This is an optimization exercise on Yosys and OpenROAD, whose aim is small area and a short achievable clock period, not a production implementation.
Function was checked by simulation only, so behaviour that the tests miss may differ from the original.
Power is estimated from default activity; no workload was simulated.

Setup of main:
==> flow/design.v <==
module smp8 (input clk, reset,
output reg [3:0] pc,
input [7:0] instr,
output reg [7:0] AC);
wire [3:0] op = instr[7:4];
wire [3:0] a  = instr[3:0];
reg [7:0] R;
reg       Z;
reg [7:0] RAM [15:0];
wire [15:0] opd = 16'h1 << op;
wire [3:0] lo = 4'h1 << a[1:0];
wire [3:0] hi = 4'h1 << a[3:2];
wire [3:0] hi_ld = hi & {4{opd[1]}};
wire [3:0] hi_st = hi & {4{opd[2]}};
genvar w;
generate for (w = 0; w < 16; w = w + 1) begin : mem_w
  always @(posedge clk)
    if (hi_st[w/4] & lo[w%4]) RAM[w] <= AC;
end endgenerate
reg [7:0] memld;
integer k;
always @(*) begin
  memld = 8'h00;
  for (k = 0; k < 16; k = k + 1)
    memld = memld | (RAM[k] & {8{hi_ld[k/4] & lo[k%4]}});
end
function [7:0] addp(input [7:0] x, input [7:0] z, input cin);
  reg [7:0] g, p, G, P;
  reg [8:0] c;
  integer i;
  begin
    g = x & z; p = x ^ z;
    G = g; P = p;
    G[0] = g[0] | (p[0] & cin);
    G[1] = G[1] | (P[1] & G[0]);  P[1] = P[1] & P[0];
    G[3] = G[3] | (P[3] & G[2]);  P[3] = P[3] & P[2];
    G[5] = G[5] | (P[5] & G[4]);  P[5] = P[5] & P[4];
    G[2] = G[2] | (P[2] & G[1]);
    G[3] = G[3] | (P[3] & G[1]);
    G[6] = G[6] | (P[6] & G[5]);  P[6] = P[6] & P[5];
    G[7] = G[7] | (P[7] & G[5]);  P[7] = P[7] & P[5];
    G[4] = G[4] | (P[4] & G[3]);
    G[5] = G[5] | (P[5] & G[3]);
    G[6] = G[6] | (P[6] & G[3]);
    c = {G[6:0], cin};
    addp = p ^ c[7:0];
  end
endfunction
wire sub = opd[9];
wire inc = opd[10];
wire [7:0] sum = addp(AC, (R ^ {8{sub}}) & {8{~inc}}, sub | inc);
wire [7:0] acnext = memld
  | (R   & {8{opd[4]}})
  | (sum & {8{opd[8] | opd[9] | opd[10]}})
  | ((AC & R) & {8{opd[12]}})
  | ((AC | R) & {8{opd[13]}})
  | ((AC ^ R) & {8{opd[14]}})
  | (~AC & {8{opd[15]}})
  | (AC  & {8{opd[0] | opd[2] | opd[3] | opd[5] | opd[6] | opd[7]}});
wire [7:0] p = AC ^ R;
wire [7:0] g = AC | R;
wire z_and = ~|(AC & R);
wire z_ac0 = ~|AC;
wire z_acff = &AC;
wire z_eq  = ~|p;
wire z_or  = ~|g;
wire z_sum = ~p[0] & &(p[7:1] ~^ g[6:0]);    
wire znext = (z_ac0 & opd[3])
  | (z_sum & (opd[4] | opd[5] | opd[6] | opd[7] | opd[8]))
  | (z_eq & (opd[9] | opd[14]))
  | (z_acff & (opd[10] | opd[15]))
  | opd[11]
  | (z_or & opd[13])
  | (z_and & (opd[0] | opd[1] | opd[2] | opd[12]));
wire jump = opd[5] | (opd[6] & Z) | (opd[7] & ~Z);
always @(posedge clk, posedge reset)
  if (reset) begin
    pc <= 4'h0;
    AC <= 8'h00;
    R  <= 8'h00;
    Z  <= 1'b0;
  end else begin
    pc <= jump ? a : pc + 4'h1;
    AC <= acnext;
    if (opd[3]) R <= AC;
    Z  <= znext;
  end
endmodule
Settings: LEC_CHECK=0, ABC_AREA=1, CAP_MARGIN=20, CORE_MARGIN=2, CORE_UTILIZATION=40, CTS_BUF_LIST=sky130_fd_sc_hd__clkbuf_8, GPL_TIMING_DRIVEN=0, SETUP_SLACK_MARGIN=1.75, SLEW_MARGIN=20; clock period 3.7 ns.
standard.sh (not shown) runs the stock make flow with config.mk's settings and CLKGATE_MAP_FILE= SYNTH_SCRIPT=/design/flow/synth_recipe.tcl, a recipe that flattens the netlist after the stock synthesis.
==> flow/flow/run.sh <==
#!/bin/bash
# Standard ORFS layout with two changes:
#  - Yosys's full-adder extraction is off, so ABC maps the adders itself;
#  - the port buffers that buffer_ports inserts are plain buf_4 cells
#    instead of the delay cells it otherwise picks.
export ADDER_MAP_FILE=
export BUFFER_PORTS_ARGS="-buffer_cell sky130_fd_sc_hd__buf_4"
bash standard.sh > standard.log 2>&1
main finished end to end and its layout was clean on timing, DRC and antenna.
Changes in the feature branch relative to main:
--- a/flow/design.v
+++ b/flow/design.v
@@ -44,16 +44,18 @@
     G[6] = G[6] | (P[6] & G[3]);
     c = {G[6:0], cin};
     addp = p ^ c[7:0];
   end
 endfunction
-wire sub = opd[9];
-wire inc = opd[10];
-wire [7:0] sum = addp(AC, (R ^ {8{sub}}) & {8{~inc}}, sub | inc);
+wire [7:0] sum = addp(AC, R, 1'b0);
+wire [7:0] dif = addp(AC, ~R, 1'b1);
+wire [7:0] inc = AC + 8'd1;
 wire [7:0] acnext = memld
   | (R   & {8{opd[4]}})
-  | (sum & {8{opd[8] | opd[9] | opd[10]}})
+  | (sum & {8{opd[8]}})
+  | (dif & {8{opd[9]}})
+  | (inc & {8{opd[10]}})
   | ((AC & R) & {8{opd[12]}})
   | ((AC | R) & {8{opd[13]}})
   | ((AC ^ R) & {8{opd[14]}})
   | (~AC & {8{opd[15]}})
   | (AC  & {8{opd[0] | opd[2] | opd[3] | opd[5] | opd[6] | opd[7]}});
Notes after the runs:
Compared with main, in the feature branch clock transition at the registers of the reported paths did not really move; register-to-register slack went up; total power went down. Count of clock tree sinks came out exactly the same in the feature branch and main. Comparing data arrival at the endpoint of the critical path for the feature branch and main, the bigger number came from main. Total die area ended up 0.0011 mm² higher on the feature branch than on main. Higher minimum hold slack among the feature branch and main: the feature branch. Diff the feature branch and main: final worst-path setup slack higher in main. Reported for the feature branch and main, setup TNS turned out identical to the last digit. Area overhead of the layout relative to synthesis | the feature branch below main. Higher combinational group share of total power among the feature branch and main: main.

---

== exp/delta ==
RTL: the design.v shown in full above, as it stands there.
==> flow/config.mk <==
export PLATFORM = sky130hd
export DESIGN_NAME = smp8
export DESIGN_NICKNAME = smp8
export VERILOG_FILES = /design/flow/design.v
export SDC_FILE = /design/flow/constraint.sdc
export NUM_CORES = 4
export LEC_CHECK = 0
export ABC_AREA = 1
export CAP_MARGIN = 20
export CORE_MARGIN = 2
export CORE_UTILIZATION = 40
export CTS_BUF_LIST = sky130_fd_sc_hd__clkbuf_8
export SETUP_SLACK_MARGIN = 1.7
export SLEW_MARGIN = 20
==> flow/constraint.sdc <==
create_clock -name core_clock -period 3.7 [get_ports {clk}]
set_input_delay 0.7400 -clock core_clock [delete_from_list [all_inputs] [get_ports {clk}]]
set_output_delay 0.7400 -clock core_clock [all_outputs]
set_load 0.01 [all_outputs]
==> flow/flow/run.sh <==
#!/bin/bash
# Standard ORFS layout with two changes:
#  - Yosys's full-adder extraction is off, so ABC maps the adders itself;
#  - the port buffers that buffer_ports inserts are plain buf_2 cells
#    instead of the delay cells it otherwise picks.
export ADDER_MAP_FILE=
export BUFFER_PORTS_ARGS="-buffer_cell sky130_fd_sc_hd__buf_2"
bash standard.sh > standard.log 2>&1
## Diff of input files: exp/indigo against exp/delta
diff --git a/flow/design.v b/flow/design.v
--- a/flow/design.v
+++ b/flow/design.v
@@ -16,15 +16,9 @@
 generate for (w = 0; w < 16; w = w + 1) begin : mem_w
   always @(posedge clk)
     if (hi_st[w/4] & lo[w%4]) RAM[w] <= AC;
 end endgenerate
-reg [7:0] memld;
-integer k;
-always @(*) begin
-  memld = 8'h00;
-  for (k = 0; k < 16; k = k + 1)
-    memld = memld | (RAM[k] & {8{hi_ld[k/4] & lo[k%4]}});
-end
+wire [7:0] memld = RAM[a] & {8{opd[1]}};
 function [7:0] addp(input [7:0] x, input [7:0] z, input cin);
   reg [7:0] g, p, G, P;
   reg [8:0] c;
   integer i;
@@ -45,14 +39,16 @@
     c = {G[6:0], cin};
     addp = p ^ c[7:0];
   end
 endfunction
-wire sub = opd[9];
-wire inc = opd[10];
-wire [7:0] sum = addp(AC, (R ^ {8{sub}}) & {8{~inc}}, sub | inc);
+wire [7:0] sum = addp(AC, R, 1'b0);
+wire [7:0] dif = addp(AC, ~R, 1'b1);
+wire [7:0] inc = AC + 8'd1;
 wire [7:0] acnext = memld
   | (R   & {8{opd[4]}})
-  | (sum & {8{opd[8] | opd[9] | opd[10]}})
+  | (sum & {8{opd[8]}})
+  | (dif & {8{opd[9]}})
+  | (inc & {8{opd[10]}})
   | ((AC & R) & {8{opd[12]}})
   | ((AC | R) & {8{opd[13]}})
   | ((AC ^ R) & {8{opd[14]}})
   | (~AC & {8{opd[15]}})
Findings:
Between exp/delta and exp/indigo, the pin count of the biggest net entering global routing is higher for exp/indigo.
Minimum period implied by the final worst setup slack is lower on exp/indigo
Summary: with exp/delta as the reference, non-filler instance count after layout in exp/indigo moved up by a little under 10%.
exp/delta → exp/indigo: layout overhead on the synthesized area went down 10 points; die area +750 um2; total power rose by about 2.5%; number of multi-input combinational cells moved up; portion of total power attributed to the clock network picked up an extra 0.8 points.
Looking at critical path endpoint, the AC[5] result is from exp/indigo; the AC[7] one comes from exp/delta.

---

## zinc
// smp8: RTL as listed in full above, without the edits since
Settings: LEC_CHECK=0, ABC_AREA=1, CAP_MARGIN=20, CORE_MARGIN=2, CORE_UTILIZATION=40, CTS_BUF_LIST=sky130_fd_sc_hd__clkbuf_8, PLACE_DENSITY=0.85, SETUP_SLACK_MARGIN=1.75, SLEW_MARGIN=20; clock period 3.7 ns.
==> flow/flow/run.sh <==
#!/bin/bash
# Standard ORFS layout with two changes:
#  - Yosys's full-adder extraction is off, so ABC maps the adders itself;
#  - the port buffers that buffer_ports inserts are plain buf_4 cells
#    instead of the delay cells it otherwise picks.
export ADDER_MAP_FILE=
export BUFFER_PORTS_ARGS="-buffer_cell sky130_fd_sc_hd__buf_4"
bash standard.sh > standard.log 2>&1
Modified inputs, xenon compared to zinc
--- a/flow/design.v
+++ b/flow/design.v
@@ -44,16 +44,18 @@
     G[6] = G[6] | (P[6] & G[3]);
     c = {G[6:0], cin};
     addp = p ^ c[7:0];
   end
 endfunction
-wire sub = opd[9];
-wire inc = opd[10];
-wire [7:0] sum = addp(AC, (R ^ {8{sub}}) & {8{~inc}}, sub | inc);
+wire [7:0] sum = addp(AC, R, 1'b0);
+wire [7:0] dif = addp(AC, ~R, 1'b1);
+wire [7:0] inc = AC + 8'd1;
 wire [7:0] acnext = memld
   | (R   & {8{opd[4]}})
-  | (sum & {8{opd[8] | opd[9] | opd[10]}})
+  | (sum & {8{opd[8]}})
+  | (dif & {8{opd[9]}})
+  | (inc & {8{opd[10]}})
   | ((AC & R) & {8{opd[12]}})
   | ((AC | R) & {8{opd[13]}})
   | ((AC ^ R) & {8{opd[14]}})
   | (~AC & {8{opd[15]}})
   | (AC  & {8{opd[0] | opd[2] | opd[3] | opd[5] | opd[6] | opd[7]}});
==> comparison <==
Higher number of distinct standard cells referenced by the synthesized netlist among zinc and xenon: zinc
Measured against each other, zinc and xenon differ in global-route wire length before repair, the higher figure coming from xenon.
Compared xenon vs zinc, and core utilization is down in xenon.
Sort zinc and xenon by share of power burned in combinational logic, ascending, and xenon comes first.
| path length in cells of the critical path | xenon vs zinc | 5 lower |
Of zinc and xenon, the higher average wire per standard cell belongs to zinc.
Comparing the two runs side by side, xenon comes out ahead of zinc on setup slack after placement.
Compared with zinc, in xenon share of the cycle needed by the critical path after routing rose by 0.27 points; internal power component fell by about 11%; count of mapped cells out of synthesis rose by about 23%; total chip power fell by 8.8%; first-iteration DRC count rose by 65.
zinc has higher area of all placed cells without fillers than xenon.

-- port drivers added, routing unchanged --
The flow's constraints put no driver on any port. The routed layouts listed below were extracted and timed again, unchanged, in two steps.
Step 1 (the two cells are an assumption about what drives the block):
set clk [get_ports {clk}]
set_driving_cell -lib_cell sky130_fd_sc_hd__clkbuf_16 $clk
set_driving_cell -lib_cell sky130_fd_sc_hd__buf_2 [delete_from_list [all_inputs] $clk]
Step 2 moves the port delays by t, midway between the first and last clock arrival at a register: inputs arrive t later, outputs are due t later. That takes back most of the time a late clock gives input paths.
a / b / c = no drivers / after step 1 / after step 2; a / b = the first two.
run | shift t [ns] | slack for setup (ns) | latest minus earliest clock arrival (ns) | worst data-port slew with drivers (ns)
main | 0.486 | 1.755 / 1.740 / 1.254 | 0.013 / 0.013 | 0.07
the feature branch | 0.487 | 1.722 / 1.725 / 1.245 | 0.014 / 0.013 | 0.04
exp/delta | 0.491 | 1.649 / 1.662 / 1.171 | 0.013 / 0.014 | 0.07
exp/indigo | 0.491 | 1.697 / 1.712 / 1.221 | 0.019 / 0.020 | 0.03
zinc | 0.488 | 1.598 / 1.523 / 1.034 | 0.013 / 0.013 | 0.11
xenon | 0.504 | 1.588 / 1.602 / 1.098 | 0.018 / 0.018 | 0.04
After both steps setup and hold are still met in every run listed. The setup slack of zinc, which loses most, moves by -0.075 ns with the drivers and by -0.564 ns with both steps.
